Context: an optimization exercise on an open-source flow, tuned for small area and few clock cycles per item. The choices shown serve that exercise and are no tape-out recipe.
RTL that was checked went through simulation tests only; none was proved equivalent to the original.
For runs 3 to 7 and 9, only the layout was checked, not whether the RTL still works.

**run.sh**
```bash
#!/bin/bash
# synth_recipe.tcl (not shown) runs the flow's synth.tcl, then flattens the netlist and writes it again
# the make line also repeats each setting of config.mk as NAME=value (left out here)
make -C /OpenROAD-flow-scripts/flow DESIGN_CONFIG=/design/flow/config.mk WORK_HOME=/design/flow/orfs CLKGATE_MAP_FILE= SYNTH_SCRIPT=/design/flow/synth_recipe.tcl finish
```
**config.mk**
```make
export PLATFORM = sky130hd
export DESIGN_NAME = subc_divide
export DESIGN_NICKNAME = subc_divide
export VERILOG_FILES = /design/flow/design.v
export SDC_FILE = /design/flow/constraint.sdc
export NUM_CORES = 4
export LEC_CHECK = 0
export CAP_MARGIN = 20
export CORE_MARGIN = 2
export CORE_UTILIZATION = 40
export SLEW_MARGIN = 20
```
**constraint.sdc**
```tcl
create_clock -name core_clock -period 8.0 [get_ports {clk}]
set_input_delay 1.6000 -clock core_clock [delete_from_list [all_inputs] [get_ports {clk}]]
set_output_delay 1.6000 -clock core_clock [all_outputs]
set_load 0.01 [all_outputs]
```
**design.v**
```verilog
`timescale 1ns/1ps
module subc_divide(
    input  logic         clk,
    input  logic         rst,
    input  logic         invalid,
    output logic         inready,
    input  logic [31:0]  a,
    input  logic [31:0]  b,
    input  logic [5:0]   nbits,
    input  logic         outready,
    output logic         outvalid,
    output logic [31:0]  z
);
    localparam int K  = 2;
    localparam int MS = (32 + K - 1) / K;      
    localparam int QW = K * MS;                
    localparam int DW = 1;                     
    localparam int CW = 5;                     
    logic [31:0]   b_r;       
    logic [31:0]   r_r;       
    logic [QW-1:0] q_r;       
    logic [DW-1:0] d_r;       
    logic [CW-1:0] cnt;       
    logic          busy;      
    logic          ov;        
    assign inready  = ~busy & (~ov | outready);
    assign outvalid = ov;
    assign z        = 32'(q_r >> d_r);
    wire acc = invalid & inready;
    logic [31:0]  rs [0:K];
    logic [K-1:0] qb;
    wire  [31:0]  bs = busy ? b_r : b;
    assign rs[0] = busy ? r_r : a;
    for (genvar i = 0; i < K; i++) begin : g_step
        wire [31:0] t  = {rs[i][30:0], 1'b0};
        wire [32:0] df = {1'b0, t} - {1'b0, bs};
        assign qb[K-1-i] = rs[i][31] | ~df[32];
        assign rs[i+1]   = qb[K-1-i] ? df[31:0] : t;
    end
    logic [CW-1:0] m_in;
    logic [DW-1:0] d_in;
    always_comb begin
        m_in = '0;
        d_in = '0;
        for (int i = 0; i <= 32; i++)
            if (nbits == 6'(i)) begin
                m_in = CW'((i + K - 1) / K);
                d_in = DW'(K * ((i + K - 1) / K) - i);
            end
    end
    always_ff @(posedge clk) begin
        r_r <= rs[K];
        b_r <= bs;
        if (acc)
            d_r <= d_in;
        if (acc)
            q_r <= (nbits == 6'd0) ? '0 : QW'(qb);
        else if (busy)
            q_r <= {q_r[QW-1-K:0], qb};
        if (~busy)
            cnt <= m_in - CW'(1);
        else
            cnt <= cnt - CW'(1);
    end
    always_ff @(posedge clk) begin
        if (rst) begin
            busy <= 1'b0;
            ov   <= 1'b0;
        end else if (busy) begin
            if (cnt == CW'(1)) begin
                busy <= 1'b0;
                ov   <= 1'b1;
            end
        end else if (acc) begin
            busy <= (m_in > CW'(1));
            ov   <= (m_in <= CW'(1));
        end else if (outready) begin
            ov   <= 1'b0;
        end
    end
endmodule
```
==> flow_summary.ini, run 1 <==
[min_path]
worstHoldStart = ov
hold_path_end = ov
hold_class = flip-flop to flip-flop
hold_depth = 2

[clock_tree]
post_cts_buffers = 0
cts.htree.levels = 3
worstSkewPairLatency_ns = 0.37
cts-root-buf = clkbuf_16
ctsResizeCount = 0
clkTransAtPathRegs_ns = 0.08
cts_hold_buffers = 0
cts_buffers = 9
cts_tree = yes
clock_path_buffers = 2
cts_sinks = 104

[route]
viasPerCell = 5.29
antenna_left = 0
wl_um = 20200
drt_iter0_markers = 352
num_vias = 6835
wl_per_cell_um = 15.7
drtPass1Iterations = 5
drc = 0

[final_layout]
nets = 1157
stdcell_count = 1291
design_area_um2 = 9990
areaGrowthSynthToFinish_pct = 21.2
drive_above_1_share = 0.134
antenna_cells = 0

[status]
outcome = timing/DRC/antenna clean

[global_routing]
overflow = 0
grt_pass1_vias = 6591
antenna_found_initial = 0
grt_usage = 0.189
grt_max_degree = 57
grt_pass1_wl_um = 33300

[critical_path]
worst_r2r_endpoint = r_r[27]
endpoint_kind = flip-flop
reg2reg_depth = 22
critPathArrivalTime_ns = 7.63
crit_required_ns = 8.26
critPathMaxFanout = 33
path_class = input port to flip-flop
cp-startpoint = a[18]
critPathLaunchType = input port
r2r_start = busy
rrSetupSlack_ns = 1.04

[yosys]
synthesis.area_um2 = 8240
synthCells = 909
synth.most_common_cell = mux2_2
synth_top_area_frac = 0.172
synthesis.nets = 1050
synthTopCellsByArea = dfxtp_1 17%, edfxtp_1 12%, mux2_2 11%
ys_seq_elements = 104
postSynthAreaPerCell_um2 = 9.07
synth_flop_cell = dfxtp_1
yosysSeqAreaShare = 0.293
synthArstFlopShare = 0
post_synth_most_frequent_cells = 84 x mux2_2, 74 x nand2_1, 71 x dfxtp_1, 66 x ha_1, 61 x inv_1
synth-edff-count = 33
netlist.top_cell.by_area = dfxtp_1
synth.distinct_cells = 71
yosysWarnings = 2

[timing]
worstMarginPinSlew_ns = 0.835
setup_ws_ns = 0.625
fin_skew_ns = 0.0148
setup_viol = 0
hold_viol = 0
max_freq_mhz = 136
tns_ns = 0
fin_crit_ns = 7.37
slew_viol_final = 0
rsz0062_at_grt = false
post-route-period-util = 0.922
slew_headroom = 0.443

[floorplan]
die_w_um = 148
start_util = 0.407
die_h_um = 148
io_pins = 108
fp-row-count = 52
dieArea_um2 = 21800
core_area_um2 = 20200

[place]
dpl-instance-area_um2 = 9670
dp_slack_ns = 0.217
dp_hpwl_um = 15600
place_congestion = 0.847
numPortBuffers = 107
place_inst = 1275

[flow_run]
maxCapViolCount = 0
[state kept, by name, indices dropped and copies added (netlist names)]
register,flops
busy,1
r_r,32
b_r,32
d_r,1
ov,1
cnt,5
q_r,32
[worst max path at each step]
stage,endpoint,slack (ns),depth (start not counted)
finish,r_r[27],0.63,21
global placement,r_r[21],0.35,20
global route,r_r[23],0.13,22
CTS,r_r[27],0.57,20
detailed placement,r_r[27],0.22,20
floorplan,r_r[27],0.78,25
[worst max-delay path, stage by stage]
cell and delay [ns]:
clkdlybuf4s50_1 0.44, mux2_2 0.29, ha_1 0.37, a2111o_1 0.46, a2111o_1 0.30, a31oi_1 0.33, a21oi_1 0.22, o21ai_4 0.47
buf_4 0.32, o21ai_0 0.16, ha_1 0.39, a21o_1 0.21, a21oi_1 0.13, o21ai_0 0.15, a311o_1 0.41, o21ai_1 0.19
a21oi_1 0.12, a2111oi_4 0.39, o31ai_4 0.14, buf_12 0.21, mux2_1 0.32
[final cells by class]
type | instances | area (um2)
timing repair buffer | 126 | 1230
fill | 1924 | 10200
multi-input combinational | 713 | 5460
clock inverter | 7 | 88.8
tap | 270 | 338
sequential | 104 | 2420
inverter | 62 | 234
clock buffer | 9 | 225
[metal layers]
layer / part of all wire / track usage / wire length [um]
met5: 0 / 0 / 0
met4: 0.018 / 0.0625 / 367
met3: 0.037 / 0.0238 / 745
met2: 0.46 / 0.308 / 9240
met1: 0.49 / 0.260 / 9870
[per-stage QoR]
stage          hold slack, ns  utilization
2_1_floorplan           0.461            -
3_3_place_gp            0.468        0.478
3_5_place_dp            0.470        0.478
4_1_cts                 0.481        0.494
5_1_grt                 0.521        0.494
6_report                0.475        0.494
[cell families (layout without fill, tap and decap cells)]
family	Yosys count	in the layout	share of synthesized area
simple gates	233	233	0.139
xor+xnor	53	53	0.0563
flops	104	104	0.293
buf+inv	92	204	0.0457
fa+ha+maj	67	67	0.103
mux	131	131	0.174
compound gates	229	229	0.189
[placed cells by master (no fill, tap or decap), drive strengths merged, types with 10 or more instances in the layout]
| cell type | Yosys | final |
|---|---|---|
| a21oi | 59 | 59 |
| mux2 | 91 | 91 |
| xnor2 | 33 | 33 |
| inv | 61 | 65 |
| clkdlybuf4s50 | 0 | 107 |
| o21ai | 56 | 56 |
| nor3 | 17 | 17 |
| nand2 | 74 | 74 |
| and2 | 33 | 33 |
| buf | 13 | 19 |
| a21o | 24 | 24 |
| nor2b | 10 | 10 |
| nand3 | 10 | 10 |
| dfxtp | 71 | 71 |
| mux2i | 40 | 40 |
| ha | 66 | 66 |
| xor2 | 20 | 20 |
| nor2 | 47 | 47 |
| edfxtp | 33 | 33 |
| a211oi | 11 | 11 |
Testbench counts, summed over its fixed seeds: cycles 27,628, items 3,200.
==> run 2, diff against run 1 <==
--- a/config.mk
+++ b/config.mk
@@ -5,6 +5,7 @@
 export SDC_FILE = /design/flow/constraint.sdc
 export NUM_CORES = 4
 export LEC_CHECK = 0
+export ABC_CLOCK_PERIOD_IN_PS = 14000
 export CAP_MARGIN = 20
 export CORE_MARGIN = 2
 export CORE_UTILIZATION = 40
==> run 2 against run 1 <==
  * Fmax unchanged
  * Critical endpoint unchanged
  * Highest routed layer unchanged
  * Via count unchanged
  * Design area did not move
  * Core utilization stayed put
  * Worst setup slack unchanged
  * Final cell count unchanged
  * Synthesized area unchanged
  * Global-route usage did not move
  * Largest cell class unchanged
  * Non-clock buffer count stayed put
  * Sequential cell count stayed put
==> flow_summary.ini, run 2 <==
[status]
outcome = timing/DRC/antenna clean

[clock_tree]
clkTransAtPathRegs_ns = 0.08
clock_path_buffers = 2
cts_sinks = 104
post_cts_buffers = 0
cts_tree = yes
ctsResizeCount = 0
cts_buffers = 9
cts.htree.levels = 3
cts-root-buf = clkbuf_16
cts_hold_buffers = 0
worstSkewPairLatency_ns = 0.37

[floorplan]
io_pins = 108
fp-row-count = 52
dieArea_um2 = 21800
die_h_um = 148
core_area_um2 = 20200
die_w_um = 148
start_util = 0.407

[route]
num_vias = 6835
wl_um = 20200
drtPass1Iterations = 5
antenna_left = 0
drt_iter0_markers = 352
wl_per_cell_um = 15.7
viasPerCell = 5.29
drc = 0

[critical_path]
critPathLaunchType = input port
critPathMaxFanout = 33
critPathArrivalTime_ns = 7.63
endpoint_kind = flip-flop
path_class = input port to flip-flop
crit_required_ns = 8.26

[yosys]
synthCells = 909
synthesis.area_um2 = 8240
synthTopCellsByArea = dfxtp_1 17%, edfxtp_1 12%, mux2_2 11%
ys_seq_elements = 104
post_synth_most_frequent_cells = 84 x mux2_2, 74 x nand2_1, 71 x dfxtp_1, 66 x ha_1, 61 x inv_1
synthArstFlopShare = 0
netlist.top_cell.by_area = dfxtp_1
synth.most_common_cell = mux2_2
synth.distinct_cells = 71
synth_top_area_frac = 0.172
synth_flop_cell = dfxtp_1
synth-edff-count = 33
yosysSeqAreaShare = 0.293
postSynthAreaPerCell_um2 = 9.07
synthesis.nets = 1050
yosysWarnings = 2

[timing]
slew_headroom = 0.443
max_freq_mhz = 136
setup_ws_ns = 0.625
worstMarginPinSlew_ns = 0.835
setup_viol = 0
hold_viol = 0
fin_skew_ns = 0.0148
slew_viol_final = 0
tns_ns = 0
rsz0062_at_grt = false
post-route-period-util = 0.922
fin_crit_ns = 7.37

[place]
dpl-instance-area_um2 = 9670
numPortBuffers = 107
place_congestion = 0.847
place_inst = 1275
dp_hpwl_um = 15600
dp_slack_ns = 0.217

[final_layout]
largestRegisters = b_r (32), q_r (32), r_r (32)
design_area_um2 = 9990
areaGrowthSynthToFinish_pct = 21.2
layout_common_cells = 107 x clkdlybuf4s50_1, 84 x mux2_2, 74 x nand2_1
stdcell_count = 1291
nFillCells = 1924
mostFrequentLayoutCell = clkdlybuf4s50_1
drive_above_1_share = 0.134
nets = 1157
antenna_cells = 0

[global_routing]
grt_usage = 0.189
grt_pass1_vias = 6591
grt_pass1_wl_um = 33300
grt_max_degree = 57
overflow = 0
antenna_found_initial = 0

[min_path]
hold_class = flip-flop to flip-flop

[flow_run]
maxCapViolCount = 0
-- run 2: final timing paths --
check	startpoint	end	slack, ns	depth (start not counted)
worst max-delay path	a[18]	r_r[27]	0.63	21
worst min-delay path	ov	ov	0.47	2
worst max register to register	busy	r_r[27]	1.04	22
worst min register to register	ov	ov	0.47	2
-- run 2: critical path: stages --
cell,delay [ns]
clkdlybuf4s50_1,0.44
mux2_2,0.29
ha_1,0.37
a2111o_1,0.46
a2111o_1,0.30
a31oi_1,0.33
a21oi_1,0.22
o21ai_4,0.47
buf_4,0.32
o21ai_0,0.16
ha_1,0.39
a21o_1,0.21
a21oi_1,0.13
o21ai_0,0.15
a311o_1,0.41
o21ai_1,0.19
a21oi_1,0.12
a2111oi_4,0.39
o31ai_4,0.14
buf_12,0.21
mux2_1,0.32
-- run 2: cell families (layout without fill, tap and decap cells) --
logic type      Yosys count  in the layout  share of synthesized area
compound gates          229            229                      0.189
xor+xnor                 53             53                     0.0563
fa+ha+maj                67             67                      0.103
buf+inv                  92            204                     0.0457
flops                   104            104                      0.293
mux                     131            131                      0.174
simple gates            233            233                      0.139
-- run 2: routing by layer --
metal | vias up | share of wire | GRT usage
met5 | - | 0 | 0
met1 | 3136 | 0.49 | 0.260
met2 | 144 | 0.46 | 0.308
met4 | 0 | 0.018 | 0.0625
met3 | 22 | 0.037 | 0.0238
li1 | 3533 | - | -
-- run 2: layout make-up --
| class | instances | area (um2) | share of cell area |
|---|---|---|---|
| clock buffers | 9 | 225 | 0.0226 |
| repair buffers | 126 | 1230 | 0.123 |
| multi-input cells | 713 | 5460 | 0.547 |
| flip-flops and latches | 104 | 2420 | 0.242 |
| well taps | 270 | 338 | 0.0338 |
| inverters | 62 | 234 | 0.0234 |
| clock inverters | 7 | 88.8 | 0.00890 |
-- run 2: through the flow --
| stage | util | hold WS (ns) |
|---|---|---|
| final | 0.494 | 0.475 |
| after global routing | 0.494 | 0.521 |
| after global placement | 0.478 | 0.468 |
| after floorplan | - | 0.461 |
| after CTS | 0.494 | 0.481 |
| after detailed placement | 0.478 | 0.470 |
==> run 3, diff against run 2 <==
--- a/design.v
+++ b/design.v
@@ -14,8 +14,8 @@
     localparam int K  = 2;
     localparam int MS = (32 + K - 1) / K;      
     localparam int QW = K * MS;                
-    localparam int DW = 1;                     
-    localparam int CW = 5;                     
+    localparam int DW = (K > 1) ? $clog2(K) : 1;
+    localparam int CW = $clog2(MS + 1);
     logic [31:0]   b_r;       
     logic [31:0]   r_r;       
     logic [QW-1:0] q_r;       
--- a/config.mk
+++ b/config.mk
@@ -5,7 +5,6 @@
 export SDC_FILE = /design/flow/constraint.sdc
 export NUM_CORES = 4
 export LEC_CHECK = 0
-export ABC_CLOCK_PERIOD_IN_PS = 14000
 export CAP_MARGIN = 20
 export CORE_MARGIN = 2
 export CORE_UTILIZATION = 40
==> run 3 against run 2 <==
  * Sequential cell count stayed put
  * Via count stayed put
  * Critical path type unchanged
  * Count of clock-buffer cells in the layout stayed put
==> flow_summary.ini, run 3 <==
[route]
wl_per_cell_um = 15.7
viasPerCell = 5.29
antenna_left = 0
drc = 0
num_vias = 6835
drt_iter0_markers = 352
drtPass1Iterations = 5
wl_um = 20200

[min_path]
hold_depth = 2
hold_path_end = ov
worstHoldStart = ov
hold_class = flip-flop to flip-flop

[yosys]
synth_top_area_frac = 0.172
netlist.top_cell.by_area = dfxtp_1
synth_flop_cell = dfxtp_1
synth-edff-count = 33
synth.most_common_cell = mux2_2
post_synth_most_frequent_cells = 84 x mux2_2, 74 x nand2_1, 71 x dfxtp_1, 66 x ha_1, 61 x inv_1
synthesis.area_um2 = 8240
synthArstFlopShare = 0
postSynthAreaPerCell_um2 = 9.07
synthesis.nets = 1050
synthTopCellsByArea = dfxtp_1 17%, edfxtp_1 12%, mux2_2 11%
synthCells = 909
yosysWarnings = 2
ys_seq_elements = 104
yosysSeqAreaShare = 0.293
synth.distinct_cells = 71

[critical_path]
crit_required_ns = 8.26
critPathMostFrequentCell = a21oi_1
rrSetupSlack_ns = 1.04
r2r_start = busy
reg2reg_depth = 22
critPathMaxFanout = 33
cp_top_family = compound AO/OA/AOI/OAI gates
cpMaxStageDelayCell = o21ai_4
critPathLaunchType = input port
worst_r2r_endpoint = r_r[27]
path_buf_inv = 3
path_class = input port to flip-flop
endpoint_kind = flip-flop
critPathMaxStageDelay_ns = 0.47
path_cells = clkdlybuf4s50_1 > mux2_2 > ha_1 > a2111o_1 > a2111o_1 > a31oi_1 > a21oi_1 > o21ai_4 > buf_4 > o21ai_0 > ha_1 > a21o_1 > a21oi_1 > o21ai_0 > a311o_1 > o21ai_1 > a21oi_1 > a2111oi_4 > o31ai_4 > buf_12 > mux2_1
critPathArrivalTime_ns = 7.63

[final_layout]
fin_util = 0.494
nets = 1157
layout_common_cells = 107 x clkdlybuf4s50_1, 84 x mux2_2, 74 x nand2_1
mostFrequentLayoutCell = clkdlybuf4s50_1
antenna_cells = 0
areaGrowthSynthToFinish_pct = 21.2
design_area_um2 = 9990
largestRegisters = b_r (32), q_r (32), r_r (32)
drive_above_1_share = 0.134

[global_routing]
overflow = 0
grt_pass1_wl_um = 33300
grt_pass1_vias = 6591
grt_usage = 0.189
antenna_found_initial = 0
grt_max_degree = 57

[place]
dpl-instance-area_um2 = 9670
numPortBuffers = 107
dp_hpwl_um = 15600
place_congestion = 0.847

[timing]
max_freq_mhz = 136
setup_viol = 0
fin_skew_ns = 0.0148
slew_headroom = 0.443
rsz0062_at_grt = false
hold_viol = 0
fin_hold_ws_ns = 0.475
slew_viol_final = 0
worstMarginPinSlew_ns = 0.835
fin_crit_ns = 7.37
post-route-period-util = 0.922
tns_ns = 0

[clock_tree]
cts_hold_buffers = 0
cts_buffers = 9
cts_sinks = 104
ctsResizeCount = 0
cts.htree.levels = 3
clkTransAtPathRegs_ns = 0.08
worstSkewPairLatency_ns = 0.37
cts_tree = yes
cts-root-buf = clkbuf_16
clock_path_buffers = 2
post_cts_buffers = 0

[status]
outcome = timing/DRC/antenna clean

[flow_run]
maxCapViolCount = 0

[floorplan]
io_pins = 108
start_util = 0.407
dieArea_um2 = 21800
die_h_um = 148
fp-row-count = 52
core_area_um2 = 20200
die_w_um = 148
## run 3: cell counts in the layout (fill, tap and decap cells not counted)
No cell type changed its count.
## run 3: through the flow
stage | setup WS, ns | cells
global route | 0.134 | 1291
floorplan | 0.775 | 909
CTS | 0.575 | 1291
detailed placement | 0.217 | 1275
global placement | 0.354 | 1275
finish | 0.625 | 1291
## run 3: layout make-up
type | instances | area, um2
fillers | 1924 | 10200
inverters | 62 | 234
clock inverters | 7 | 88.8
clock buffers | 9 | 225
well taps | 270 | 338
repair buffers | 126 | 1230
flip-flops and latches | 104 | 2420
multi-input cells | 713 | 5460
## run 3: logic make-up after synthesis
kind of cell | Yosys count | synth area share
adders and majority gates | 67 | 0.103
buffers and inverters | 92 | 0.0457
DFF | 104 | 0.293
and+or+nand+nor | 233 | 0.139
muxes | 131 | 0.174
AOI/OAI and AO/OA | 229 | 0.189
xor gates and xnor gates | 53 | 0.0563
## run 3: worst max path at each step
stage / startpoint / endpoint / slack [ns] / depth (start not counted)
after floorplan: busy / r_r[27] / 0.78 / 25
after global placement: a[18] / r_r[21] / 0.35 / 20
after detailed placement: a[18] / r_r[27] / 0.22 / 20
after CTS: a[18] / r_r[27] / 0.57 / 20
after global routing: a[12] / r_r[23] / 0.13 / 22
final: a[18] / r_r[27] / 0.63 / 21
## run 3: per-layer routing
metal | track usage | share of wire | vias to the layer above
met4 | 0.0625 | 0.018 | 0
met5 | 0 | 0 | -
met1 | 0.260 | 0.49 | 3136
met2 | 0.308 | 0.46 | 144
li1 | - | - | 3533
met3 | 0.0238 | 0.037 | 22
## run 3: worst reg2reg max path, delay by kind of cell (launching register included)
kind,cells,cell delay [ns]
fa+ha+maj,2,0.71
buf+inv,3,0.99
mux,2,0.73
simple gates,2,0.55
compound gates,13,3.00
flops,1,0.88
==> run 4, diff against run 3 <==
--- a/config.mk
+++ b/config.mk
@@ -5,6 +5,7 @@
 export SDC_FILE = /design/flow/constraint.sdc
 export NUM_CORES = 4
 export LEC_CHECK = 0
+export ABC_AREA = 1
 export CAP_MARGIN = 20
 export CORE_MARGIN = 2
 export CORE_UTILIZATION = 40
==> run 4 against run 3 <==
  * Still clean
  * Final cell count grew 58%
  * Wire length up 55%
  * Non-clock buffer count rose by 1
  * Die area rose by 19%
  * Critical path type unchanged
  * Critical endpoint is now q_r[0]
  * Largest cell class unchanged
==> flow_summary.ini, run 4 <==
[final_layout]
drive_above_1_share = 0.0654
antenna_cells = 0
largestRegisters = b_r (32), q_r (32), r_r (32)
areaGrowthSynthToFinish_pct = 17.1
nFillCells = 2592
mostFrequentLayoutCell = nand2_1
ff_latch_area_um2 = 2410
nets = 1848
multi_input_area_um2 = 6210
layout_common_cells = 513 x nand2_1, 265 x inv_1, 133 x nor2_1

[global_routing]
grt_pass1_wl_um = 49400
antenna_found_initial = 0
overflow = 0
grt_usage = 0.240
grt_max_degree = 69
grt_pass1_vias = 9484

[critical_path]
critPathMaxStageDelay_ns = 0.65
critPathMostFrequentCell = nand2_2
critPathLaunchType = input port
endpoint_kind = flip-flop
crit_required_ns = 8.08
critPathMaxFanout = 33
critPathArrivalTime_ns = 6.79
cpMaxStageDelayCell = nor2_4
path_class = input port to flip-flop

[status]
outcome = timing/DRC/antenna clean

[route]
viasPerCell = 4.97
num_vias = 10100
antenna_left = 0
drtPass1Iterations = 5
drc = 0
wl_per_cell_um = 15.4
drt_iter0_markers = 696
wl_um = 31400

[floorplan]
io_pins = 108
dieArea_um2 = 25900
start_util = 0.407
die_w_um = 161
fp-row-count = 57
die_h_um = 161
core_area_um2 = 24200

[place]
place_congestion = 0.997
numPortBuffers = 107
dp_hpwl_um = 25500
dp_slack_ns = 0.969

[yosys]
synthMuxAreaShare = 0.0113
synthArstFlopShare = 0
post_synth_most_frequent_cells = 513 x nand2_1, 265 x inv_1, 133 x nor2_1, 103 x o21ai_0, 86 x a21oi_1
synth_xor_area_frac = 0.0373
synth_top_family_by_area = simple AND/OR/NAND/NOR gates
netlist.top_cell.by_area = nand2_1
postSynthAreaPerCell_um2 = 6.13
yosysSeqAreaShare = 0.245
synth.most_common_cell = nand2_1
synth-edff-count = 33
synthesis.nets = 1749
synth_top_area_frac = 0.195
synth_simple_gate_area_frac = 0.363
synth-compound-area-share = 0.132
synth_flop_cell = dfxtp_1
ys_seq_elements = 104
synthesis.area_um2 = 9860
synthCells = 1608
yosysWarnings = 2
synthAdderAreaFrac = 0.0858
synth.distinct_cells = 50
synthTopCellsByArea = nand2_1 20%, dfxtp_1 14%, inv_1 10%

[clock_tree]
cts_hold_buffers = 0
cts_sinks = 104
cts-root-buf = clkbuf_16
ctsResizeCount = 0
cts.htree.levels = 3
cts_tree = yes
worstSkewPairLatency_ns = 0.37
cts_buffers = 9
post_cts_buffers = 0
clkTransAtPathRegs_ns = 0.08
clock_path_buffers = 2

[timing]
setup_ws_ns = 1.29
fin_crit_ns = 6.71
tns_ns = 0
worstMarginPinSlew_ns = 0.948
slew_headroom = 0.365
max_freq_mhz = 149
setup_viol = 0
rsz0062_at_grt = false
fin_skew_ns = 0.0144
slew_viol_final = 0
hold_viol = 0
post-route-period-util = 0.839

[flow_run]
maxCapViolCount = 0

[min_path]
hold_class = flip-flop to flip-flop
## run 4: layout make-up
| cell class | count | area share |
|---|---|---|
| clock buffers | 9 | 0.0195 |
| repair buffers | 127 | 0.107 |
| multi-input cells | 1197 | 0.538 |
| clock inverters | 7 | 0.00477 |
| inverters | 268 | 0.0873 |
| flip-flops and latches | 104 | 0.209 |
| well taps | 324 | 0.0351 |
## run 4: path summary, 6_finish.rpt
kind / startpoint / end / slack, ns / depth (start not counted)
worst min register to register: ov / ov / 0.48 / 2
worst max register to register: busy / q_r[0] / 1.97 / 27
worst min-delay path: ov / ov / 0.48 / 2
worst max-delay path: b[7] / q_r[0] / 1.29 / 25
## run 4: worst max-delay path: cells and delay by family
| kind | cells | cell delay [ns] |
|---|---|---|
| buf+inv | 4 | 0.88 |
| fa+ha+maj | 2 | 0.72 |
| compound gates | 7 | 1.51 |
| simple gates | 12 | 2.05 |
## run 4: kinds of logic after synthesis
family | after synthesis
compound gates | 238
xor+xnor | 42
fa+ha+maj | 67
buf+inv | 307
flops | 104
mux | 11
simple gates | 839
## run 4: routing by layer
layer / vias up / share of wire / track usage / routed length [um]
met4: 0 / 0.026 / 0.0800 / 813
met3: 41 / 0.040 / 0.0203 / 1250
met1: 4549 / 0.49 / 0.339 / 15300
met2: 230 / 0.45 / 0.387 / 14000
li1: 5290 / - / - / -
met5: - / 0 / 0 / 0
## run 4: through the flow
step	instance area, um2	instances	hold WS, ns	util
2_1_floorplan	9860	1608	0.456	-
3_3_place_gp	11200	2019	0.473	0.464
3_5_place_dp	11200	2019	0.477	0.464
4_1_cts	11500	2035	0.487	0.475
5_1_grt	11500	2036	0.520	0.476
6_report	11500	2036	0.484	0.476
==> run 5, diff against run 4 <==
--- a/design.v
+++ b/design.v
@@ -50,7 +50,8 @@
     end
     always_ff @(posedge clk) begin
         r_r <= rs[K];
-        b_r <= bs;
+        if (~busy)
+            b_r <= b;
         if (acc)
             d_r <= d_in;
         if (acc)
--- a/config.mk
+++ b/config.mk
@@ -5,7 +5,6 @@
 export SDC_FILE = /design/flow/constraint.sdc
 export NUM_CORES = 4
 export LEC_CHECK = 0
-export ABC_AREA = 1
 export CAP_MARGIN = 20
 export CORE_MARGIN = 2
 export CORE_UTILIZATION = 40
==> run 5 against run 4 <==
  * Critical endpoint is now r_r[3]
  * Still clean on timing, DRC and antenna
  * Critical path type unchanged
  * Die area decreased by 16%
  * Count of clock-buffer cells in the layout unchanged
  * Hold slack improved by 0.0034 ns
==> flow_summary.ini, run 5 <==
[status]
outcome = timing/DRC/antenna clean

[place]
dp_hpwl_um = 15800
place_congestion = 0.884
numPortBuffers = 107

[final_layout]
mostFrequentLayoutCell = clkdlybuf4s50_1
nFillCells = 1951
drive_above_1_share = 0.138
antenna_cells = 0
areaGrowthSynthToFinish_pct = 21.7
largestRegisters = b_r (32), q_r (32), r_r (32)
layout_common_cells = 107 x clkdlybuf4s50_1, 84 x mux2_2, 74 x nand2_1
nets = 1162

[clock_tree]
cts_hold_buffers = 0
cts.htree.levels = 3
worstSkewPairLatency_ns = 0.38
cts_sinks = 104
clock_path_buffers = 2
clkTransAtPathRegs_ns = 0.08
cts_buffers = 9
cts_tree = yes
cts-root-buf = clkbuf_16
post_cts_buffers = 0
ctsResizeCount = 0

[yosys]
synthesis.nets = 1050
post_synth_most_frequent_cells = 84 x mux2_2, 74 x nand2_1, 71 x dfxtp_1, 66 x ha_1, 61 x inv_1
ys_seq_elements = 104
synth.distinct_cells = 71
synth-edff-count = 33
synthTopCellsByArea = dfxtp_1 17%, edfxtp_1 12%, mux2_2 11%
synthArstFlopShare = 0
yosysSeqAreaShare = 0.293
yosysWarnings = 2
synth_top_area_frac = 0.172
postSynthAreaPerCell_um2 = 9.07
synthesis.area_um2 = 8240
netlist.top_cell.by_area = dfxtp_1
synthCells = 909
synth.most_common_cell = mux2_2
synth_flop_cell = dfxtp_1

[route]
viasPerCell = 5.34
drc = 0
drtPass1Iterations = 5
antenna_left = 0
met2_length_um = 9360
wl_per_cell_um = 15.6
wl_met3_um = 767
num_vias = 6915
wl_met1_um = 9750
drt_iter0_markers = 310
top_layer = met4
wl_um = 20300

[timing]
slew_viol_final = 0
fin_crit_ns = 7.29
rsz0062_at_grt = false
worstMarginPinSlew_ns = 0.764
setup_viol = 0
hold_viol = 0
max_freq_mhz = 137
slew_headroom = 0.491
post-route-period-util = 0.912
fin_skew_ns = 0.0159
tns_ns = 0

[global_routing]
grt_pass1_vias = 6645
antenna_found_initial = 0
overflow = 0
grt_pass1_wl_um = 32800
grt_usage = 0.186
grt_max_degree = 49

[floorplan]
core_area_um2 = 20200
io_pins = 108
start_util = 0.407
dieArea_um2 = 21800
die_w_um = 148
fp-row-count = 52
die_h_um = 148

[min_path]
hold_class = flip-flop to flip-flop

[critical_path]
path_buf_inv = 3
critPathArrivalTime_ns = 7.55
critPathMaxFanout = 20
cp_top_family = compound AO/OA/AOI/OAI gates
path_class = input port to flip-flop
path_cells = clkdlybuf4s50_1 > mux2_2 > ha_1 > a2111o_1 > a2111o_1 > a31oi_1 > a21oi_1 > o21ai_4 > buf_4 > mux2_2 > ha_1 > and4_1 > and4_1 > a311o_1 > o21ai_1 > a21oi_1 > a2111oi_4 > o31ai_4 > buf_4 > mux2_1
critPathMaxStageDelay_ns = 0.47
endpoint_kind = flip-flop
cpMaxStageDelayCell = a2111o_1
crit_required_ns = 8.26
critPathLaunchType = input port

[flow_run]
maxCapViolCount = 0
[run 5: logic make-up (layout without fill, tap and decap cells)]
logic type / count (synthesis) / after routing / share of synthesized area
AO/OA/AOI/OAI: 229 / 229 / 0.189
XOR/XNOR: 53 / 53 / 0.0563
adder cells (fa/ha/maj): 67 / 67 / 0.103
buffers and inverters: 92 / 209 / 0.0457
flip-flops: 104 / 104 / 0.293
multiplexers: 131 / 131 / 0.174
AND/OR/NAND/NOR: 233 / 233 / 0.139
[run 5: routing by layer]
layer  track usage  up-vias
met5             0        -
met4        0.0596        0
met3        0.0225       22
met2         0.310      147
met1         0.252     3207
li1              -     3539
[run 5: cell type report]
class / count / area, um2 / area share
multi-input combinational: 713 / 5460 / 0.544
sequential: 104 / 2420 / 0.241
timing repair buffer: 131 / 1260 / 0.126
tap: 270 / 338 / 0.0337
inverter: 62 / 234 / 0.0233
clock buffer: 9 / 225 / 0.0225
clock inverter: 7 / 91.3 / 0.00911
[run 5: path summary, 6_finish.rpt]
| check | startpoint | cells after the start | end | slack (ns) |
|---|---|---|---|---|
| hold / removal | ov | 2 | ov | 0.49 |
| hold reg to reg | ov | 2 | ov | 0.49 |
| setup reg to reg | busy | 19 | r_r[3] | 1.32 |
| setup / recovery | a[18] | 20 | r_r[3] | 0.71 |
[run 5: stage by stage]
step                       util  area (um2)  hold slack, ns  instances  setup WS, ns
after global routing      0.496       10000           0.511       1296         0.277
after detailed placement  0.480        9710           0.481       1280         0.327
after global placement    0.480        9710           0.467       1280         0.427
after floorplan               -        8240           0.461        909         0.775
final                     0.496       10000           0.487       1296         0.707
after CTS                 0.496       10000           0.493       1296         0.699
[run 5: tightest hold or removal path, cell delays in order, from the launching register on]
cell,delay [ns]
dfxtp_1,0.33
nand2_1,0.06
a21oi_1,0.06
==> run 6, diff against run 5 <==
--- a/design.v
+++ b/design.v
@@ -33,8 +33,8 @@
     assign rs[0] = busy ? r_r : a;
     for (genvar i = 0; i < K; i++) begin : g_step
         wire [31:0] t  = {rs[i][30:0], 1'b0};
-        wire [32:0] df = {1'b0, t} - {1'b0, bs};
-        assign qb[K-1-i] = rs[i][31] | ~df[32];
+        wire [32:0] df = {1'b0, t} + {1'b0, ~bs} + 33'd1;
+        assign qb[K-1-i] = rs[i][31] | df[32];
         assign rs[i+1]   = qb[K-1-i] ? df[31:0] : t;
     end
     logic [CW-1:0] m_in;
==> run 6 against run 5 <==
  * Synthesized area rose by 2.3%
  * Critical path depth grew 4
  * Count of clock-buffer cells in the layout unchanged
  * Register-to-register slack got worse by 0.11 ns
  * Highest routed layer unchanged
==> flow_summary.ini, run 6 <==
[yosys]
synth.distinct_cells = 80
yosysWarnings = 2
synthesis.nets = 1038
synth_flop_cell = dfxtp_1
synth_xor_area_frac = 0.0561
synthMuxAreaShare = 0.188
post_synth_most_frequent_cells = 71 x dfxtp_1, 66 x ha_1, 66 x mux2_2, 63 x a21oi_1, 52 x inv_1
postSynthAreaPerCell_um2 = 9.40
synth.most_common_cell = dfxtp_1
synth_top_family_by_area = compound AO/OA/AOI/OAI gates
synthTopCellsByArea = dfxtp_1 17%, edfxtp_1 12%, ha_1 9.8%
synth-compound-area-share = 0.193
synth_simple_gate_area_frac = 0.132
synthesis.area_um2 = 8430
netlist.top_cell.by_area = dfxtp_1
synth-edff-count = 33
synth_top_area_frac = 0.169
ys_seq_elements = 104
yosysSeqAreaShare = 0.286
synthArstFlopShare = 0
synthCells = 897
synthAdderAreaFrac = 0.100

[clock_tree]
cts_tree = yes
cts_hold_buffers = 0
post_cts_buffers = 0
cts_sinks = 104
worstSkewPairLatency_ns = 0.37
cts-root-buf = clkbuf_16
cts_buffers = 9
cts.htree.levels = 3
clkTransAtPathRegs_ns = 0.08
clock_path_buffers = 2
ctsResizeCount = 0

[min_path]
hold_path_end = cnt[0]
hold_depth = 1
hold_class = flip-flop to flip-flop
worstHoldStart = cnt[0]

[timing]
slew_viol_final = 0
setup_ws_ns = 0.598
hold_viol = 0
fin_crit_ns = 7.40
max_freq_mhz = 135
worstMarginPinSlew_ns = 0.834
slew_headroom = 0.444
tns_ns = 0
rsz0062_at_grt = false
post-route-period-util = 0.925
fin_skew_ns = 0.0105
setup_viol = 0

[floorplan]
fp-row-count = 53
start_util = 0.404
die_w_um = 149
die_h_um = 149
dieArea_um2 = 22300
core_area_um2 = 20900
io_pins = 108

[status]
outcome = timing/DRC/antenna clean

[global_routing]
busiest_layer = met2
grt_pass1_wl_um = 33800
met3_usage = 0.0349
grt_usage = 0.190
use_met2 = 0.314
grt_pass1_vias = 6679
antenna_found_initial = 0
overflow = 0
grt_use_met1 = 0.259
grt_max_degree = 52

[flow_run]
maxCapViolCount = 0

[critical_path]
critPathArrivalTime_ns = 7.66
reg2reg_depth = 23
rrSetupSlack_ns = 1.21
worst_r2r_endpoint = r_r[31]
critPathLaunchType = input port
path_class = input port to flip-flop
critPathMaxFanout = 8
r2r_start = busy
crit_required_ns = 8.26
endpoint_kind = flip-flop

[place]
dp_hpwl_um = 15900
dp_slack_ns = 0.315
place_congestion = 0.890
dpl-instance-area_um2 = 9850
numPortBuffers = 107

[final_layout]
largestRegisters = b_r (32), q_r (32), r_r (32)
nets = 1143
nFillCells = 2046
multi_input_area_um2 = 5640
mostFrequentLayoutCell = clkdlybuf4s50_1
fin_util = 0.487
layout_common_cells = 107 x clkdlybuf4s50_1, 70 x dfxtp_1, 66 x mux2_2, 66 x ha_1, 63 x a21oi_1
drive_above_1_share = 0.161
design_area_um2 = 10200
areaGrowthSynthToFinish_pct = 20.5
antenna_cells = 0
ff_latch_area_um2 = 2420

[route]
antenna_left = 0
wl_per_cell_um = 16.4
drt_iter0_markers = 422
drc = 0
viasPerCell = 5.37
num_vias = 6884
drtPass1Iterations = 5
wl_um = 21100
## run 6: through the flow
| step | hold slack (ns) | std cells |
|---|---|---|
| 3_3_place_gp | 0.484 | 1266 |
| 5_1_grt | 0.554 | 1282 |
| 4_1_cts | 0.517 | 1282 |
| 2_1_floorplan | 0.461 | 897 |
| 3_5_place_dp | 0.505 | 1266 |
| 6_report | 0.509 | 1282 |
## run 6: area by class of cell
| type | instances | area share |
|---|---|---|
| Sequential cell | 104 | 0.238 |
| Tap cell | 275 | 0.0339 |
| Timing Repair Buffer | 130 | 0.124 |
| Inverter | 52 | 0.0192 |
| Multi-Input combinational cell | 705 | 0.555 |
| Clock inverter | 7 | 0.00874 |
| Clock buffer | 9 | 0.0222 |
## run 6: worst max-delay path by stage
stage / startpoint / end / slack, ns / cells past startpoint
2_1_floorplan: busy / r_r[10] / 1.34 / 29
3_3_place_gp: b[0] / r_r[31] / 0.40 / 24
3_5_place_dp: b[0] / r_r[31] / 0.32 / 24
4_1_cts: b[0] / r_r[31] / 0.65 / 24
5_1_grt: b[0] / r_r[31] / 0.29 / 24
6_report: b[0] / r_r[31] / 0.60 / 24
## run 6: logic make-up (layout without fill, tap and decap cells)
kind of cell | count (synthesis) | in the layout
simple gates | 216 | 216
xor+xnor | 54 | 54
fa+ha+maj | 67 | 67
buf+inv | 88 | 198
mux | 134 | 134
flops | 104 | 104
compound gates | 234 | 234
## run 6: worst max-delay path: stages
cell and delay, ns:
clkdlybuf4s50_1 0.53, mux2i_4 0.13, fa_1 0.52, a211o_1 0.28, o211ai_1 0.16, a21oi_2 0.12
o2111a_1 0.29, o2111ai_1 0.27, a21o_2 0.22, a31o_4 0.15, and2_1 0.13, buf_4 0.13
mux2_4 0.31, ha_1 0.39, a21o_1 0.15, a2111oi_0 0.09, a21oi_1 0.27, a41oi_1 0.20
o211ai_1 0.51, nand3_1 0.21, a221oi_1 0.43, o22ai_1 0.15, xnor2_1 0.16, mux2_4 0.25
## run 6: metal layers
layer	vias up	share of wire
met5	-	0
met4	0	0.014
met3	18	0.041
met2	145	0.46
met1	3237	0.49
li1	3484	-
==> run 7, diff against run 6 <==
--- a/design.v
+++ b/design.v
@@ -11,7 +11,7 @@
     output logic         outvalid,
     output logic [31:0]  z
 );
-    localparam int K  = 2;
+    localparam int K  = 3;
     localparam int MS = (32 + K - 1) / K;      
     localparam int QW = K * MS;                
     localparam int DW = (K > 1) ? $clog2(K) : 1;
==> run 7 against run 6 <==
  * Now fails the layout checks on negative setup slack
  * Count of clock-buffer cells in the layout is 2 higher
  * Die area increased by 28%
  * Hold slack better by 0.017 ns
  * Fmax down 15%
  * Critical endpoint is now r_r[15]
  * Sequential share of layout area shrank 10 points
  * Global-route usage is 8.0 points higher
  * Highest routed layer unchanged
  * Core utilization is 19 points higher
  * Sequential cell count is 1 higher
==> flow_summary.ini, run 7 <==
[final_layout]
areaGrowthSynthToFinish_pct = 66.0
mostFrequentLayoutCell = buf_4
design_area_um2 = 18100
nFillCells = 2130
multi_input_area_um2 = 9440
largest_reg_flops = 33
top_register = q_r
nets = 2022
largestRegisters = q_r (33), b_r (32), r_r (32)
antenna_cells = 0
ff_latch_area_um2 = 2460
layout_common_cells = 482 x buf_4, 84 x a21oi_1, 79 x nor2_1
drive_above_1_share = 0.443
fin_util = 0.674

[critical_path]
critPathMaxFanout = 8
cpMaxStageDelayCell = a221oi_4
critPathMostFrequentCell = buf_6
critPathLaunchType = input port
critPathArrivalTime_ns = 8.94
cp_top_family = compound AO/OA/AOI/OAI gates
critPathMaxStageDelay_ns = 0.34
path_buf_inv = 8
path_class = input port to flip-flop
endpoint_kind = flip-flop
crit_required_ns = 8.25

[timing]
setup_viol = 33
post-route-period-util = 1.09
fin_crit_ns = 8.69
slew_viol_final = 0
max_freq_mhz = 115
worstMarginPinSlew_ns = 0.915
setup_ws_ns = -0.688
rsz0062_at_grt = true
fin_hold_ws_ns = 0.526
fin_skew_ns = 0.0127
slew_headroom = 0.385
hold_viol = 0

[clock_tree]
clock_path_buffers = 2
cts_buffers = 9
cts.htree.levels = 3
cts_sinks = 105
clkTransAtPathRegs_ns = 0.08
cts-root-buf = clkbuf_16
worstSkewPairLatency_ns = 0.37
cts_tree = yes

[route]
drt_iter0_markers = 825
drtPass1Iterations = 5
wl_um = 40800
num_vias = 12100
wl_per_cell_um = 18.6
antenna_left = 0
drc = 0
viasPerCell = 5.53

[place]
place_congestion = 0.897
dpl-instance-area_um2 = 15700
numPortBuffers = 107
dp_hpwl_um = 30100

[floorplan]
io_pins = 108
dieArea_um2 = 28600
start_util = 0.406
core_area_um2 = 26900
die_h_um = 169
fp-row-count = 60
die_w_um = 169

[yosys]
postSynthAreaPerCell_um2 = 8.65
netlist.top_cell.by_area = dfxtp_1
synthTopCellsByArea = dfxtp_1 13%, ha_1 11%, edfxtp_1 9.6%
yosysSeqAreaShare = 0.225
synth_top_area_frac = 0.129
synth-edff-count = 35
synthesis.area_um2 = 10900
synthCells = 1260
synthArstFlopShare = 0
ys_seq_elements = 105
synthesis.nets = 1432
yosysWarnings = 2
synth_flop_cell = dfxtp_1
post_synth_most_frequent_cells = 105 x a21oi_1, 97 x ha_1, 86 x nor2_1, 79 x nand2_1, 77 x inv_1
synth.distinct_cells = 81
synth.most_common_cell = a21oi_1

[global_routing]
grt_max_degree = 35
antenna_found_initial = 0
overflow = 0
grt_pass1_vias = 11900
grt_usage = 0.270
grt_pass1_wl_um = 61600

[flow_run]
maxCapViolCount = 0

[status]
so_faults = negative setup slack
outcome = complete, but fails checks

[min_path]
hold_class = flip-flop to flip-flop
==> run 7: cell count changes after synthesis, sizes merged, moves of 29 or more <==
cell	before	now
mux2	96	38
nor2	39	87
a21oi	67	106
ha	66	97
mux4	0	29
nand2	50	79
==> run 7: metal layers <==
metal  vias to the layer above  wire [um]  global-route usage
met3                        85       1580              0.0257
met1                      5826      17700               0.346
met2                       354      19900               0.468
met5                         -          0                   0
li1                       5878          -                   -
met4                         0       1620               0.111
==> run 7: final timing paths <==
check | start | to | slack (ns) | depth (start not counted)
max | a[3] | r_r[15] | -0.69 | 38
min | cnt[0] | cnt[0] | 0.53 | 1
max reg2reg | busy | r_r[15] | -0.31 | 38
min reg2reg | cnt[0] | cnt[0] | 0.53 | 1
==> run 7: per-stage QoR <==
stage	setup slack [ns]	instances	TNS, ns
global placement	-1.54	2089	-47.72
finish	-0.688	2196	-20.22
floorplan	-0.755	1260	-21.45
global route	-0.934	2196	-28.30
CTS	-0.627	2163	-17.56
detailed placement	-1.60	2089	-49.67
==> run 7: layout make-up <==
cell class                      instances  area share
Multi-Input combinational cell       1030       0.521
Timing Repair Buffer                  626       0.288
Sequential cell                       105       0.136
Tap cell                              341      0.0236
Inverter                               78      0.0163
Clock buffer                           11      0.0134
Clock inverter                          5     0.00207
==> run 7: timing repair <==
action                     in CTS  in global routing
pin swaps                      70                119
setup buffers                  58                 40
resized for setup             159                181
hold buffers                    0                  0
cloned                          1                  0
setup endpoints to repair      33                 33
==> run 7: logic make-up after synthesis <==
kind of cell | count (synthesis) | synth area share
xor+xnor | 78 | 0.0627
simple gates | 330 | 0.151
fa+ha+maj | 98 | 0.113
flops | 105 | 0.225
compound gates | 392 | 0.243
buf+inv | 126 | 0.0454
mux | 131 | 0.159
==> run 8, diff against run 7 <==
--- a/design.v
+++ b/design.v
@@ -11,11 +11,11 @@
     output logic         outvalid,
     output logic [31:0]  z
 );
-    localparam int K  = 3;
+    localparam int K  = 2;
     localparam int MS = (32 + K - 1) / K;      
     localparam int QW = K * MS;                
-    localparam int DW = (K > 1) ? $clog2(K) : 1;
-    localparam int CW = $clog2(MS + 1);
+    localparam int DW = 1;                     
+    localparam int CW = 5;                     
     logic [31:0]   b_r;       
     logic [31:0]   r_r;       
     logic [QW-1:0] q_r;       
@@ -33,8 +33,8 @@
     assign rs[0] = busy ? r_r : a;
     for (genvar i = 0; i < K; i++) begin : g_step
         wire [31:0] t  = {rs[i][30:0], 1'b0};
-        wire [32:0] df = {1'b0, t} + {1'b0, ~bs} + 33'd1;
-        assign qb[K-1-i] = rs[i][31] | df[32];
+        wire [32:0] df = {1'b0, t} - {1'b0, bs};
+        assign qb[K-1-i] = rs[i][31] | ~df[32];
         assign rs[i+1]   = qb[K-1-i] ? df[31:0] : t;
     end
     logic [CW-1:0] m_in;
@@ -50,8 +50,7 @@
     end
     always_ff @(posedge clk) begin
         r_r <= rs[K];
-        if (~busy)
-            b_r <= b;
+        b_r <= bs;
         if (acc)
             d_r <= d_in;
         if (acc)
==> flow/run.sh (new file) <==
#!/bin/bash
# The standard layout, with the port buffers made of the smallest buffer cell
# (buf_1) instead of the delay buffer buffer_ports picks by default. Every
# input and output port still gets its own buffer.
set -euo pipefail
export BUFFER_PORTS_ARGS="-buffer_cell sky130_fd_sc_hd__buf_1"
bash standard.sh finish > standard_flow.log 2>&1
==> standard.sh (new file) <==
#!/bin/bash
# synth_recipe.tcl (not shown) runs the flow's synth.tcl, then flattens the netlist and writes it again
# the make line also repeats each setting of config.mk as NAME=value (left out here)
make -C /OpenROAD-flow-scripts/flow DESIGN_CONFIG=/design/flow/config.mk WORK_HOME=/design/flow/orfs CLKGATE_MAP_FILE= SYNTH_SCRIPT=/design/flow/synth_recipe.tcl "${@:-finish}"
removed: run.sh
==> run 8 against run 7 <==
  * Now clean on timing, DRC and antenna
  * Sequential share of layout area is 12 points higher
  * Die area down 24%
  * Hold slack worse by 0.048 ns
  * Global-route usage is 8.5 points lower
  * Sequential cell count shrank 1
  * Register-to-register slack improved by 1.0 ns
  * Highest routed layer unchanged
  * Design area fell by 49%
==> flow_summary.ini, run 8 <==
[global_routing]
grt_max_degree = 60
grt_pass1_vias = 6642
antenna_found_initial = 0
grt_usage = 0.185
overflow = 0
grt_pass1_wl_um = 32900

[min_path]
worstHoldStart = ov
hold_depth = 2
hold_class = flip-flop to flip-flop
hold_path_end = ov

[floorplan]
die_h_um = 148
core_area_um2 = 20200
start_util = 0.407
dieArea_um2 = 21800
fp-row-count = 52
io_pins = 108
die_w_um = 148

[clock_tree]
cts_tree = yes
clkTransAtPathRegs_ns = 0.07
cts_hold_buffers = 0
post_cts_buffers = 0
clock_path_buffers = 2
cts.htree.levels = 3
cts_buffers = 9
cts_sinks = 104
cts-root-buf = clkbuf_16
worstSkewPairLatency_ns = 0.37
ctsResizeCount = 0

[timing]
fin_skew_ns = 0.0173
max_freq_mhz = 134
fin_crit_ns = 7.45
rsz0062_at_grt = false
tns_ns = 0
fin_hold_ws_ns = 0.479
post-route-period-util = 0.931
setup_viol = 0
setup_ws_ns = 0.551
slew_headroom = 0.320
hold_viol = 0
slew_viol_final = 0
worstMarginPinSlew_ns = 1.02

[place]
dp_slack_ns = 0.332
dp_hpwl_um = 15500
numPortBuffers = 107
dpl-instance-area_um2 = 8980
place_congestion = 0.899

[critical_path]
worst_r2r_endpoint = r_r[27]
path_class = input port to flip-flop
critPathArrivalTime_ns = 7.69
reg2reg_depth = 20
critPathMaxFanout = 20
path_buf_inv = 3
crit_required_ns = 8.25
endpoint_kind = flip-flop
r2r_start = busy
cpMaxStageDelayCell = a2111o_1
cp_top_family = compound AO/OA/AOI/OAI gates
path_cells = buf_1 > mux2_2 > ha_1 > a21oi_1 > o21ai_1 > a2111o_1 > a31oi_1 > a21oi_1 > o21ai_4 > buf_4 > mux2_2 > ha_1 > and4_1 > and4_1 > a311o_1 > o21ai_1 > a21oi_1 > a2111oi_4 > o31ai_4 > buf_4 > mux2_1
critPathMostFrequentCell = a21oi_1
critPathMaxStageDelay_ns = 0.43
rrSetupSlack_ns = 0.70
critPathLaunchType = input port

[route]
drc = 0
antenna_left = 0
viasPerCell = 5.36
drtPass1Iterations = 5
wl_um = 19900
drt_iter0_markers = 335
num_vias = 6904
wl_per_cell_um = 15.4

[yosys]
ys_seq_elements = 104
synthesis.nets = 1050
synth_top_area_frac = 0.172
yosysSeqAreaShare = 0.293
synth.distinct_cells = 71
synthTopCellsByArea = dfxtp_1 17%, edfxtp_1 12%, mux2_2 11%
synth-edff-count = 33
yosysWarnings = 2
netlist.top_cell.by_area = dfxtp_1
synth.most_common_cell = mux2_2
synthArstFlopShare = 0
postSynthAreaPerCell_um2 = 9.07
post_synth_most_frequent_cells = 84 x mux2_2, 74 x nand2_1, 71 x dfxtp_1, 66 x ha_1, 61 x inv_1
synth_flop_cell = dfxtp_1
synthCells = 909
synthesis.area_um2 = 8240

[final_layout]
nets = 1155
design_area_um2 = 9290
layout_common_cells = 107 x buf_1, 84 x mux2_2, 74 x nand2_1
mostFrequentLayoutCell = buf_1
largestRegisters = b_r (32), q_r (32), r_r (32)
areaGrowthSynthToFinish_pct = 12.7
antenna_cells = 0
drive_above_1_share = 0.132

[flow_run]
maxCapViolCount = 0

[status]
outcome = timing/DRC/antenna clean
-- run 8: changes by cell type after synthesis, sizes merged, moves of 13 or more --
cell,previous run,this run
a21o,58,24
a21oi,106,59
clkbuf,34,17
ha,97,66
inv,78,61
mux2,38,91
mux2i,64,40
mux4,29,0
nand3,23,10
nor2,87,47
o21ai,73,56
xor2,34,20
-- run 8: metrics by stage --
stage,instances,utilization
floorplan,909,-
finish,1289,0.459
detailed placement,1273,0.444
CTS,1289,0.459
global placement,1273,0.444
global route,1289,0.459
-- run 8: logic make-up after synthesis --
| logic type | synth area share |
|---|---|
| multiplexers | 0.174 |
| adder cells (fa/ha/maj) | 0.103 |
| flip-flops | 0.293 |
| AO/OA/AOI/OAI | 0.189 |
| buffers and inverters | 0.0457 |
| XOR/XNOR | 0.0563 |
| AND/OR/NAND/NOR | 0.139 |
-- run 8: final cells by class --
type	count	area, um2
clock buffers	9	225
clock inverters	7	83.8
fillers	2042	10900
inverters	62	234
multi-input cells	713	5460
flip-flops and latches	104	2420
well taps	270	338
repair buffers	124	529
-- run 8: worst max-delay path by stage --
stage | start | cells past startpoint | slack, ns | to
after floorplan | busy | 25 | 0.78 | r_r[27]
after global placement | a[12] | 21 | 0.47 | r_r[22]
after detailed placement | a[12] | 21 | 0.33 | r_r[21]
after CTS | a[12] | 21 | 0.68 | r_r[27]
after global routing | a[12] | 21 | 0.22 | r_r[22]
final | a[12] | 21 | 0.55 | r_r[27]
-- run 8: worst reg2reg max path, stage by stage, from the launching register on --
cell and delay, ns:
dfxtp_4 0.90, mux2_2 0.52, ha_1 0.37, a21oi_1 0.24
o21ai_1 0.14, a2111o_1 0.43, a31oi_1 0.32, a21oi_1 0.22
o21ai_4 0.42, buf_4 0.30, mux2_2 0.37, ha_1 0.38
and4_1 0.25, and4_1 0.23, a311o_1 0.35, o21ai_1 0.22
a21oi_1 0.14, a2111oi_4 0.40, o31ai_4 0.31, buf_4 0.31
mux2_1 0.34
-- run 8: metal layers --
metal / vias to the layer above / wire (um) / GRT usage
li1: 3541 / - / -
met1: 3185 / 9560 / 0.247
met2: 156 / 9160 / 0.314
met3: 22 / 778 / 0.0241
met4: 0 / 369 / 0.0577
met5: - / 0 / 0
Testbench counts of run 8, summed over its fixed seeds: cycles 27,628, items 3,200.
==> run 9, diff against run 8 <==
--- a/design.v
+++ b/design.v
@@ -27,15 +27,37 @@
     assign outvalid = ov;
     assign z        = 32'(q_r >> d_r);
     wire acc = invalid & inready;
+    function automatic logic [32:0] step(input logic [31:0] ri, input logic [31:0] bi);
+        logic [31:0] t, p, g, c, gg, pp, gn, pn;
+        logic        qb;
+        t  = {ri[30:0], 1'b0};
+        p  = t ^ ~bi;
+        g  = t & ~bi;
+        gg = {g[31:1], g[0] | p[0]};        
+        pp = p;
+        for (int l = 0; l < 5; l++) begin
+            gn = gg;
+            pn = pp;
+            for (int i = 0; i < 32; i++)
+                if (((i >> l) & 1) == 1) begin
+                    gn[i] = gg[i] | (pp[i] & gg[((i >> l) << l) - 1]);
+                    pn[i] = pp[i] & pp[((i >> l) << l) - 1];
+                end
+            gg = gn;
+            pp = pn;
+        end
+        c  = {gg[30:0], 1'b1};              
+        qb = ri[31] | gg[31];
+        step = {qb, qb ? (p ^ c) : t};
+    endfunction
     logic [31:0]  rs [0:K];
     logic [K-1:0] qb;
-    wire  [31:0]  bs = busy ? b_r : b;
+    wire  [31:0]  bs = (b_r & {32{busy}}) | (b & {32{~busy}});
     assign rs[0] = busy ? r_r : a;
     for (genvar i = 0; i < K; i++) begin : g_step
-        wire [31:0] t  = {rs[i][30:0], 1'b0};
-        wire [32:0] df = {1'b0, t} - {1'b0, bs};
-        assign qb[K-1-i] = rs[i][31] | ~df[32];
-        assign rs[i+1]   = qb[K-1-i] ? df[31:0] : t;
+        wire [32:0] st = step(rs[i], bs);
+        assign qb[K-1-i] = st[32];
+        assign rs[i+1]   = st[31:0];
     end
     logic [CW-1:0] m_in;
     logic [DW-1:0] d_in;
==> run 9 against run 8 <==
  * Wire length decreased by 15%
  * Sequential share of layout area increased by 2.0 points
  * Count of clock-buffer cells in the layout unchanged
  * Synthesized area decreased by 7.7%
  * Critical path type unchanged
==> flow_summary.ini, run 9 <==
[status]
outcome = timing/DRC/antenna clean

[clock_tree]
clkTransAtPathRegs_ns = 0.08
cts_hold_buffers = 0
cts_buffers = 9
ctsResizeCount = 0
cts.htree.levels = 3
cts_tree = yes
clock_path_buffers = 2
cts_sinks = 104
post_cts_buffers = 0
cts-root-buf = clkbuf_16
worstSkewPairLatency_ns = 0.36

[final_layout]
antenna_cells = 0
largestRegisters = b_r (32), q_r (32), r_r (32)
nets = 1008
ff_latch_area_um2 = 2420
mostFrequentLayoutCell = buf_1
drive_above_1_share = 0.162
areaGrowthSynthToFinish_pct = 13.3
fin_util = 0.461
layout_common_cells = 107 x buf_1, 80 x mux2_2, 70 x dfxtp_1
multi_input_area_um2 = 4860
nFillCells = 1839

[yosys]
synthArstFlopShare = 0
ys_seq_elements = 104
synthCells = 751
synth.distinct_cells = 62
synth_flop_cell = dfxtp_1
synthesis.area_um2 = 7600
yosysSeqAreaShare = 0.317
synth-edff-count = 33
synthTopCellsByArea = dfxtp_1 19%, edfxtp_1 13%, mux2_2 12%
synthesis.nets = 899
netlist.top_cell.by_area = dfxtp_1
synth_top_area_frac = 0.187
yosysWarnings = 2
synth.most_common_cell = mux2_2
postSynthAreaPerCell_um2 = 10.1
post_synth_most_frequent_cells = 80 x mux2_2, 71 x dfxtp_1, 65 x ha_1, 56 x inv_1

[timing]
slew_viol_final = 0
tns_ns = 0
fin_crit_ns = 7.27
post-route-period-util = 0.909
worstMarginPinSlew_ns = 0.888
slew_headroom = 0.406
setup_viol = 0
fin_skew_ns = 0.0126
max_freq_mhz = 138
hold_viol = 0
rsz0062_at_grt = false

[global_routing]
grt_pass1_vias = 5463
grt_usage = 0.169
grt_max_degree = 50
overflow = 0
grt_pass1_wl_um = 27100
antenna_found_initial = 0

[critical_path]
path_class = input port to flip-flop
endpoint_kind = flip-flop
rrSetupSlack_ns = 0.99
critPathLaunchType = input port
critPathArrivalTime_ns = 7.51
critPathMaxFanout = 16
crit_required_ns = 8.24
cp-startpoint = b[0]
reg2reg_depth = 20
worst_r2r_endpoint = r_r[21]
r2r_start = busy
cp-endpoint = r_r[21]

[floorplan]
fp-row-count = 50
die_w_um = 142
io_pins = 108
dieArea_um2 = 20100
core_area_um2 = 18700
die_h_um = 142
start_util = 0.407

[route]
drtPass1Iterations = 4
wl_met3_um = 590
top_layer = met4
viasPerCell = 5.19
met2_length_um = 7570
drt_iter0_markers = 177
wl_um = 16800
antenna_left = 0
wl_per_cell_um = 15.3
num_vias = 5701
wl_met1_um = 8400
drc = 0

[flow_run]
maxCapViolCount = 0

[place]
numPortBuffers = 107
place_congestion = 0.817
dp_hpwl_um = 13000

[min_path]
hold_class = flip-flop to flip-flop
-- run 9: changes by cell type after synthesis, moves of 7 or more --
cell,before,now
nand2_1,74,29
o21ai_0,52,14
a21oi_1,58,34
mux2_4,0,20
fa_1,1,9
clkbuf_1,17,10
nor3_1,17,10
-- run 9: cell families (layout without fill, tap and decap cells) --
logic type               Yosys count  after routing  share of synthesized area
multiplexers                     142            142                      0.213
adder cells (fa/ha/maj)           74             74                      0.131
AO/OA/AOI/OAI                    141            141                      0.130
flip-flops                       104            104                      0.317
XOR/XNOR                          50             50                     0.0576
buffers and inverters             81            195                     0.0436
AND/OR/NAND/NOR                  159            159                      0.108
-- run 9: stage by stage --
| stage | cells | instance area (um2) | hold WS [ns] | worst slack (ns) |
|---|---|---|---|---|
| global route | 1099 | 8620 | 0.545 | 0.267 |
| finish | 1099 | 8620 | 0.511 | 0.732 |
| CTS | 1099 | 8620 | 0.514 | 0.710 |
| detailed placement | 1083 | 8300 | 0.493 | 0.364 |
| floorplan | 751 | 7600 | 0.451 | 0.630 |
| global placement | 1083 | 8300 | 0.484 | 0.519 |
-- run 9: layout make-up --
class,instances,share of cell area
Timing Repair Buffer,123,0.0606
Sequential cell,104,0.280
Tap cell,234,0.0340
Multi-Input combinational cell,566,0.564
Clock buffer,9,0.0261
Inverter,56,0.0244
Clock inverter,7,0.0103
-- run 9: worst min path at each step --
| stage | from | end | slack (ns) | cells past startpoint |
|---|---|---|---|---|
| final | cnt[0] | cnt[0] | 0.51 | 1 |
| after global routing | b_r[29] | b_r[29] | 0.54 | 2 |
| after CTS | cnt[0] | cnt[0] | 0.51 | 1 |
| after detailed placement | cnt[0] | cnt[0] | 0.49 | 1 |
| after global placement | cnt[0] | cnt[0] | 0.48 | 1 |
| after floorplan | cnt[0] | cnt[0] | 0.45 | 1 |
-- run 9: metal layers --
metal	up-vias	track usage
met3	18	0.0300
met5	-	0
met4	0	0.0521
met1	2646	0.229
met2	109	0.277
li1	2928	-
-- run 9: worst max-delay path, cell delays in order --
cell and delay, ns:
buf_1 0.09, mux2i_1 0.22, inv_1 0.14, fa_1 0.44, nor2b_1 0.17, o31ai_1 0.15, a211o_1 0.37, a2111oi_2 0.57
o21ai_1 0.18, nand3_1 0.28, mux2_2 0.41, ha_1 0.20, or3_1 0.39, a211oi_1 0.25, o211ai_1 0.24, a2111oi_2 0.54
o31ai_2 0.16, nand4_1 0.17, o21ai_1 0.13, a21o_1 0.22, buf_4 0.25, mux2_4 0.33

[what the ideal ports hide]
The results above use ideal ports. As a check the final layouts listed here were re-extracted and re-timed, cells and wires unchanged.
Step 1, drivers: a clkbuf_16 drives clk and a buf_2 each remaining input, both assumed.
Step 2 moves the port delays by t, midway between the first and last clock arrival at a register: inputs arrive t later, outputs are due t later. That takes back most of the time a late clock gives input paths.
Three values: ideal ports, drivers, drivers and shift; two values: the first two.
run	t (ns)	setup slack, ns	hold slack, ns	worst register clock-pin slew, ns	worst slew at a driven data input, ns
run 1	0.407	0.625 / 0.644 / 0.236	0.475 / 0.475 / 0.475	0.09 / 0.09	0.06
run 2	0.407	0.625 / 0.644 / 0.236	0.475 / 0.475 / 0.475	0.09 / 0.09	0.06
run 3	0.407	0.625 / 0.644 / 0.236	0.475 / 0.475 / 0.475	0.09 / 0.09	0.06
run 4	0.407	1.288 / 1.308 / 0.901	0.484 / 0.484 / 0.484	0.08 / 0.08	0.06
run 5	0.410	0.707 / 0.725 / 0.315	0.487 / 0.487 / 0.487	0.09 / 0.09	0.06
run 6	0.409	0.598 / 0.604 / 0.195	0.509 / 0.509 / 0.509	0.09 / 0.09	0.06
run 7	0.407	-0.688 / -0.668 / -1.075	0.526 / 0.526 / 0.526	0.09 / 0.09	0.06
run 8	0.407	0.551 / 0.571 / 0.163	0.479 / 0.479 / 0.479	0.09 / 0.09	0.05
run 9	0.401	0.732 / 0.740 / 0.339	0.511 / 0.511 / 0.511	0.09 / 0.09	0.06
For run 6, which loses most, drivers alone change the setup slack by +0.006 ns; drivers and shift together by -0.403 ns.
